Source: an optimization exercise on an open RTL-to-GDS flow (aim: small area). Production flows keep margins and buffers that such runs may drop. Only simulation tests tie the RTL to the original design; equivalence was not proved. No driver is modelled on the clock port, so clocking that relies on it looks cheaper here than on a real chip. No activity file was given, so power comes from the tool's default toggle rates.

==> flow/design.v <==
`default_nettype none
module timer (
    input wire clk,
    input wire reset_n,
    input wire cs,
    input wire we,
    input  wire [ 7 : 0] address,
    input  wire [31 : 0] write_data,
    output wire [31 : 0] read_data,
    output wire          ready
);
  localparam ADDR_CTRL = 8'h08;
  localparam ADDR_STATUS = 8'h09;
  localparam ADDR_PRESCALER = 8'h0a;
  localparam ADDR_TIMER = 8'h0b;
  reg  [31 : 0] prescaler_reg;
  reg           prescaler_valid;
  reg  [31 : 0] timer_reg;
  reg           timer_valid;
  reg  [31 : 0] prescaler_ctr;
  reg           prescaler_ctr_valid;
  reg  [31 : 0] timer_ctr;
  reg           timer_ctr_valid;
  reg           running_reg;
  reg           pending_reg;
  wire          wr = cs & we;
  wire          rd = cs & ~we;
  wire          wr_ctrl = wr & (address == ADDR_CTRL);
  wire          wr_prescaler = wr & (address == ADDR_PRESCALER) & ~running_reg;
  wire          wr_timer = wr & (address == ADDR_TIMER) & ~running_reg;
  wire          start = pending_reg & ~running_reg;
  wire          stop = pending_reg & running_reg;
  wire          tick = ~prescaler_ctr_valid | (prescaler_ctr[31 : 1] == 31'h0);
  wire          last = ~timer_ctr_valid | (timer_ctr[31 : 1] == 31'h0);
  wire          cont = running_reg & ~stop & ~(tick & last);
  wire          running_new = running_reg ? cont : start;
  wire [31 : 0] timer_new = wr_timer ? write_data : timer_reg;
  reg  [31 : 0] timer_flip;
  integer i;
  always @* begin
    timer_flip[0] = running_reg & tick;
    for (i = 1; i < 32; i = i + 1) timer_flip[i] = timer_flip[i-1] & ~timer_ctr[i-1];
  end
  always @(posedge clk) begin
    if (wr_prescaler) prescaler_reg <= write_data;
    timer_reg <= timer_new;
    if (!running_reg || tick) begin
      prescaler_ctr       <= prescaler_reg;
      prescaler_ctr_valid <= prescaler_valid;
    end
    else prescaler_ctr <= prescaler_ctr - 1'h1;
    if (!running_new) timer_ctr <= timer_new;
    else timer_ctr <= timer_ctr - {31'h0, running_reg & tick};
    if (!reset_n) begin
      prescaler_valid <= 1'h0;
      timer_valid     <= 1'h0;
      timer_ctr_valid <= 1'h0;
      running_reg     <= 1'h0;
      pending_reg     <= 1'h0;
    end
    else begin
      prescaler_valid <= prescaler_valid | wr_prescaler;
      timer_valid     <= timer_valid | wr_timer;
      if (!running_new) timer_ctr_valid <= timer_valid | wr_timer;
      running_reg     <= running_new;
      pending_reg     <= wr_ctrl & (running_new ? write_data[1] : write_data[0]);
    end
  end
  wire sel_status = rd & (address == ADDR_STATUS);
  wire sel_prescaler = rd & (address == ADDR_PRESCALER) & prescaler_valid;
  wire sel_timer = rd & (address == ADDR_TIMER) & timer_ctr_valid;
  assign read_data = ({32{sel_prescaler}} & prescaler_reg) |
                     ({32{sel_timer}} & timer_ctr) |
                     {31'h0, sel_status & running_reg};
  assign ready = cs;
endmodule   
==> flow/config.mk <==
export PLATFORM = sky130hd
export DESIGN_NAME = timer
export DESIGN_NICKNAME = timer
export VERILOG_FILES = /design/flow/design.v
export SDC_FILE = /design/flow/constraint.sdc
export NUM_CORES = 4
export LEC_CHECK = 0
export CAP_MARGIN = 20
export CORE_MARGIN = 2
export CORE_UTILIZATION = 40
export SLEW_MARGIN = 20
==> flow/constraint.sdc <==
create_clock -name core_clock -period 5.0 [get_ports {clk}]
set_input_delay 1.0000 -clock core_clock [delete_from_list [all_inputs] [get_ports {clk}]]
set_output_delay 1.0000 -clock core_clock [all_outputs]
set_load 0.01 [all_outputs]
standard.sh (not shown) runs the stock make flow with config.mk's settings and CLKGATE_MAP_FILE= SYNTH_SCRIPT=/design/flow/synth_recipe.tcl, a recipe that flattens the netlist after the stock synthesis.
==> flow/flow/run.sh <==
#!/bin/bash
# Standard ORFS layout (the standard.sh) with these changes:
#  - synthesis maps logic with an area-oriented ABC script (flow/synth.tcl, flow/area.abc);
#  - ports are buffered with buf_1;
#  - a hand-built clock tree (flow/cts_tree.tcl): one clkbuf_8 root driving
#    CLOCK_TREE_LEAVES clkbuf_8 leaves, each driving one cluster of flip-flops;
#  - after placement repair, cells off the critical paths are downsized (flow/post_resize.tcl).
set -euo pipefail
HERE=$(pwd)
export AREA_ABC_SCRIPT=$HERE/flow/area.abc
export BUFFER_PORTS_ARGS="-buffer_cell sky130_fd_sc_hd__buf_1"
export CLOCK_TREE_LEAVES=10
export PRE_CTS_TCL=$HERE/flow/cts_tree.tcl
# TritonCTS then only looks at the clock port's net, which has a single sink, and skips it.
export CTS_ARGS="-clk_nets clk -buf_list sky130_fd_sc_hd__clkbuf_8"
export POST_RESIZE_TCL=$HERE/flow/post_resize.tcl
sed "s#SYNTH_SCRIPT=[^ ]*#SYNTH_SCRIPT=$HERE/flow/synth.tcl#" standard.sh > my_standard.sh
grep -q "SYNTH_SCRIPT=$HERE/flow/synth.tcl" my_standard.sh
bash my_standard.sh > standard.log 2>&1
==> flow/flow/cts_tree.tcl <==
# PRE_CTS hook: build the clock tree by hand. The flip-flops are split into
# CLOCK_TREE_LEAVES k-means clusters of about equal size; each cluster gets a clkbuf_8 at its
# centre, and one clkbuf_8 root at the centre of the leaves drives them all, so the clock
# port drives a single cell pin. TritonCTS then finds no clock net left to buffer.
proc manual_clock_tree { nb cell rootcell } {
  set block [ord::get_db_block]
  set clknet [$block findNet clk]
  set sinks {}
  foreach it [$clknet getITerms] {
    set inst [$it getInst]
    set bb [$inst getBBox]
    lappend sinks [list $it [expr {([$bb xMin] + [$bb xMax]) / 2}] [expr {([$bb yMin] + [$bb yMax]) / 2}]]
  }
  set n [llength $sinks]
  set srt [lsort -integer -command {apply {{a b} {expr {([lindex $a 1]+[lindex $a 2]) - ([lindex $b 1]+[lindex $b 2])}}}} $sinks]
  set cen {}
  for {set g 0} {$g < $nb} {incr g} {
    set s [lindex $srt [expr {(2 * $g + 1) * $n / (2 * $nb)}]]
    lappend cen [list [lindex $s 1] [lindex $s 2]]
  }
  set cap [expr {($n + $nb - 1) / $nb + 2}]
  for {set iter 0} {$iter < 30} {incr iter} {
    # balanced assignment: nearest centre first, with a size cap per cluster
    set pairs {}
    set i 0
    foreach s $sinks {
      set g 0
      foreach c $cen {
        set d [expr {abs([lindex $s 1] - [lindex $c 0]) + abs([lindex $s 2] - [lindex $c 1])}]
        lappend pairs [list $d $i $g]
        incr g
      }
      incr i
    }
    set pairs [lsort -integer -index 0 $pairs]
    set asg [lrepeat $n -1]
    set cnt [lrepeat $nb 0]
    foreach p $pairs {
      lassign $p d i g
      if {[lindex $asg $i] >= 0} continue
      if {[lindex $cnt $g] >= $cap} continue
      lset asg $i $g
      lset cnt $g [expr {[lindex $cnt $g] + 1}]
    }
    set newcen {}
    for {set g 0} {$g < $nb} {incr g} {
      set sx 0; set sy 0; set k 0
      for {set i 0} {$i < $n} {incr i} {
        if {[lindex $asg $i] == $g} {
          set s [lindex $sinks $i]
          set sx [expr {$sx + [lindex $s 1]}]; set sy [expr {$sy + [lindex $s 2]}]; incr k
        }
      }
      if {$k > 0} { lappend newcen [list [expr {$sx / $k}] [expr {$sy / $k}]] } else { lappend newcen [lindex $cen $g] }
    }
    set cen $newcen
  }
  set master [[ord::get_db] findMaster $cell]
  set rx 0; set ry 0
  for {set g 0} {$g < $nb} {incr g} {
    set buf [odb::dbInst_create $block $master "clkbuf_leaf_$g"]
    set net [odb::dbNet_create $block "clknet_leaf_$g"]
    $net setSigType CLOCK
    $buf setLocation [lindex $cen $g 0] [lindex $cen $g 1]
    $buf setPlacementStatus PLACED
    [$buf findITerm X] connect $net
    set rx [expr {$rx + [lindex $cen $g 0]}]; set ry [expr {$ry + [lindex $cen $g 1]}]
  }
  set root [odb::dbInst_create $block [[ord::get_db] findMaster $rootcell] "clkbuf_root"]
  set rnet [odb::dbNet_create $block "clknet_root"]
  $rnet setSigType CLOCK
  $root setLocation [expr {$rx / $nb}] [expr {$ry / $nb}]
  $root setPlacementStatus PLACED
  [$root findITerm X] connect $rnet
  for {set g 0} {$g < $nb} {incr g} {
    [[$block findInst "clkbuf_leaf_$g"] findITerm A] connect $rnet
  }
  for {set i 0} {$i < $n} {incr i} {
    set it [lindex $sinks $i 0]
    $it disconnect
    $it connect [$block findNet "clknet_leaf_[lindex $asg $i]"]
  }
  [$root findITerm A] connect $clknet
  puts "manual clock tree: $n sinks, $nb leaves, cluster sizes $cnt"
}

manual_clock_tree $::env(CLOCK_TREE_LEAVES) sky130_fd_sc_hd__clkbuf_8 sky130_fd_sc_hd__clkbuf_8
==> flow/flow/post_resize.tcl <==
# Downsize cells off the critical paths to recover area.
repair_timing -recover_power 100 -setup_margin 0.3
Other scripts of this flow, unchanged in this note and not shown: flow/flow/area.abc, flow/flow/synth.tcl
The starting point ran to the end with no violations.
Change:
==> flow/flow/run.sh (replaced) <==
#!/bin/bash
# Standard ORFS layout (the standard.sh) with these changes:
#  - synthesis maps logic with an area-oriented ABC script (flow/synth.tcl, flow/area.abc);
#  - floorplan skips its wire-load-model timing repair;
#  - ports are buffered with buf_1;
#  - a hand-built clock tree (flow/cts_tree.tcl): one clkbuf_8 root driving
#    CLOCK_TREE_LEAVES clkbuf_8 leaves, each driving one cluster of flip-flops;

set -euo pipefail
HERE=$(pwd)
export AREA_ABC_SCRIPT=$HERE/flow/area.abc
# Floorplan: only remove synthesis buffers; its timing repair sizes cells up against
# wire-load estimates that placement shows are not needed.
export REMOVE_ABC_BUFFERS=1
export BUFFER_PORTS_ARGS="-buffer_cell sky130_fd_sc_hd__buf_1"
export CLOCK_TREE_LEAVES=8
export PRE_CTS_TCL=$HERE/flow/cts_tree.tcl
# TritonCTS then only looks at the clock port's net, which has a single sink, and skips it.
export CTS_ARGS="-clk_nets clk -buf_list sky130_fd_sc_hd__clkbuf_8"

sed "s#SYNTH_SCRIPT=[^ ]*#SYNTH_SCRIPT=$HERE/flow/synth.tcl#" standard.sh > my_standard.sh
grep -q "SYNTH_SCRIPT=$HERE/flow/synth.tcl" my_standard.sh
bash my_standard.sh > standard.log 2>&1
--- a/flow/config.mk
+++ b/flow/config.mk
@@ -6,6 +6,6 @@
 export NUM_CORES = 4
 export LEC_CHECK = 0
-export CAP_MARGIN = 20
+export CAP_MARGIN = 0
 export CORE_MARGIN = 2
 export CORE_UTILIZATION = 40
-export SLEW_MARGIN = 20
+export SLEW_MARGIN = 0
removed: flow/flow/post_resize.tcl
After rerunning: The changed run completed with no timing, DRC or antenna violations; via count stays the same; fmax came out higher by a little under a tenth; flip-flop and latch count is unchanged; cell area falls slightly; power falls by a few percent; utilization goes down by 0.17 points; first-iteration DRC count went down by a quarter to a third.
Change:
==> flow/flow/run.sh (replaced) <==
#!/bin/bash
# Standard ORFS layout (the standard.sh) with these changes:
#  - synthesis maps logic with an area-oriented ABC script (flow/synth.tcl, flow/area.abc);
#  - ports are buffered with buf_1;
#  - a hand-built clock tree (flow/cts_tree.tcl): one clkbuf_8 root driving
#    CLOCK_TREE_LEAVES clkbuf_8 leaves, each driving one cluster of flip-flops;
#  - after placement repair, cells off the critical paths are downsized (flow/post_resize.tcl).
set -euo pipefail
HERE=$(pwd)
export AREA_ABC_SCRIPT=$HERE/flow/area.abc
export BUFFER_PORTS_ARGS="-buffer_cell sky130_fd_sc_hd__buf_1"
export CLOCK_TREE_LEAVES=8
export PRE_CTS_TCL=$HERE/flow/cts_tree.tcl
# TritonCTS then only looks at the clock port's net, which has a single sink, and skips it.
export CTS_ARGS="-clk_nets clk -buf_list sky130_fd_sc_hd__clkbuf_8"
export POST_RESIZE_TCL=$HERE/flow/post_resize.tcl
sed "s#SYNTH_SCRIPT=[^ ]*#SYNTH_SCRIPT=$HERE/flow/synth.tcl#" standard.sh > my_standard.sh
grep -q "SYNTH_SCRIPT=$HERE/flow/synth.tcl" my_standard.sh
bash my_standard.sh > standard.log 2>&1
==> flow/flow/post_resize.tcl (new file) <==
# Downsize cells off the critical paths to recover area.
repair_timing -recover_power 100 -setup_margin 0.3
Result: The new run produced a clean layout. Power stays flat. Final area goes down by 0.38%. Worst setup slack is worse by 0.25 ns. Clock skew goes up by 0.0043 ns. Hold slack stays flat. Utilization goes down by 0.18 points. Wire length goes down by about 1.4%. Final cell count goes down by 0.35%. Sequential share of layout area goes up by 0.19 points.
Change:
==> flow/flow/run.sh (replaced) <==
#!/bin/bash
# Standard ORFS layout (the standard.sh) with these changes:
#  - synthesis maps logic with an area-oriented ABC script (flow/synth.tcl, flow/area.abc);
#  - ports are buffered with buf_1;
#  - a hand-built clock tree (flow/cts_tree.tcl): one clkbuf_8 root driving
#    CLOCK_TREE_LEAVES clkbuf_8 leaves, each driving one cluster of flip-flops;

set -euo pipefail
HERE=$(pwd)
export AREA_ABC_SCRIPT=$HERE/flow/area.abc
export BUFFER_PORTS_ARGS="-buffer_cell sky130_fd_sc_hd__buf_1"
export CLOCK_TREE_LEAVES=9
export PRE_CTS_TCL=$HERE/flow/cts_tree.tcl
# TritonCTS then only looks at the clock port's net, which has a single sink, and skips it.
export CTS_ARGS="-clk_nets clk -buf_list sky130_fd_sc_hd__clkbuf_8"

sed "s#SYNTH_SCRIPT=[^ ]*#SYNTH_SCRIPT=$HERE/flow/synth.tcl#" standard.sh > my_standard.sh
grep -q "SYNTH_SCRIPT=$HERE/flow/synth.tcl" my_standard.sh
bash my_standard.sh > standard.log 2>&1
removed: flow/flow/post_resize.tcl
Effect: The changed run completed with no timing, DRC or antenna violations; combinational power is about the same; cell area stays flat; setup slack gets worse by 0.049 ns.
Change:
--- a/flow/flow/run.sh
+++ b/flow/flow/run.sh
@@ -10,5 +10,5 @@
 export AREA_ABC_SCRIPT=$HERE/flow/area.abc
 export BUFFER_PORTS_ARGS="-buffer_cell sky130_fd_sc_hd__buf_1"
-export CLOCK_TREE_LEAVES=9
+export CLOCK_TREE_LEAVES=10
 export PRE_CTS_TCL=$HERE/flow/cts_tree.tcl
 # TritonCTS then only looks at the clock port's net, which has a single sink, and skips it.
The changed run produced a clean layout.
Sequential share of layout area came out lower by 0.11 points.
Register-to-register slack gets worse by 0.05 ns.
Clock skew hardly moves.
Total power stays flat.
Area after synthesis is unchanged.
Worst setup slack is worse by 0.049 ns.
Routed wire length shrinks slightly.
Change:
--- a/flow/flow/run.sh
+++ b/flow/flow/run.sh
@@ -5,5 +5,5 @@
 #  - a hand-built clock tree (flow/cts_tree.tcl): one clkbuf_8 root driving
 #    CLOCK_TREE_LEAVES clkbuf_8 leaves, each driving one cluster of flip-flops;
-
+#  - after placement repair, cells off the critical paths are downsized (flow/post_resize.tcl).
 set -euo pipefail
 HERE=$(pwd)
@@ -14,5 +14,5 @@
 # TritonCTS then only looks at the clock port's net, which has a single sink, and skips it.
 export CTS_ARGS="-clk_nets clk -buf_list sky130_fd_sc_hd__clkbuf_8"
-
+export POST_RESIZE_TCL=$HERE/flow/post_resize.tcl
 sed "s#SYNTH_SCRIPT=[^ ]*#SYNTH_SCRIPT=$HERE/flow/synth.tcl#" standard.sh > my_standard.sh
 grep -q "SYNTH_SCRIPT=$HERE/flow/synth.tcl" my_standard.sh
==> flow/flow/post_resize.tcl (new file) <==
# Downsize cells off the critical paths to recover area.
repair_timing -recover_power 100 -setup_margin 0.3
--- a/flow/config.mk
+++ b/flow/config.mk
@@ -9,3 +9,4 @@
 export CORE_MARGIN = 2
 export CORE_UTILIZATION = 40
+export GPL_TIMING_DRIVEN = 0
 export SLEW_MARGIN = 0
Outcome:
- hold slack gets worse by 0.0040 ns
- setup slack gets worse by 0.018 ns
- sequential share of layout area is lower by 0.21 points
- critical path depth does not change
- fmax is lower by 0.43%
- final area is higher by 0.44%
- synthesized area stays the same

afterwards: timing with drivers on the ports:
The results above use ideal ports. As a check the final layouts listed here were re-extracted and re-timed, cells and wires unchanged.
Step 1: set_driving_cell puts a clkbuf_16 on clk and a buf_2 on each other input, an assumption about the parent block.
Step 2 also shifts input and output timing later by t, the mid clock arrival at the registers, as if the neighbouring blocks saw the same clock.
a / b / c = ideal ports / drivers / drivers and shift; a / b = the first two.
| run | t (ns) | setup WS [ns] | latest minus earliest clock arrival (ns) | slew at the worst register clock pin (ns) |
|---|---|---|---|---|
| the first run | 0.428 | 0.712 / 0.712 / 0.712 | 0.030 / 0.029 | 0.10 / 0.10 |
| the second run | 0.419 | 1.063 / 1.063 / 1.063 | 0.024 / 0.024 | 0.11 / 0.11 |
| the third run | 0.419 | 0.812 / 0.812 / 0.812 | 0.030 / 0.030 | 0.12 / 0.12 |
| the fourth run | 0.444 | 0.762 / 0.762 / 0.762 | 0.029 / 0.030 | 0.12 / 0.12 |
| the fifth run | 0.433 | 0.713 / 0.713 / 0.713 | 0.029 / 0.029 | 0.10 / 0.10 |
| the sixth run | 0.430 | 0.695 / 0.695 / 0.695 | 0.032 / 0.032 | 0.10 / 0.10 |
After both steps every run listed still meets setup and hold.
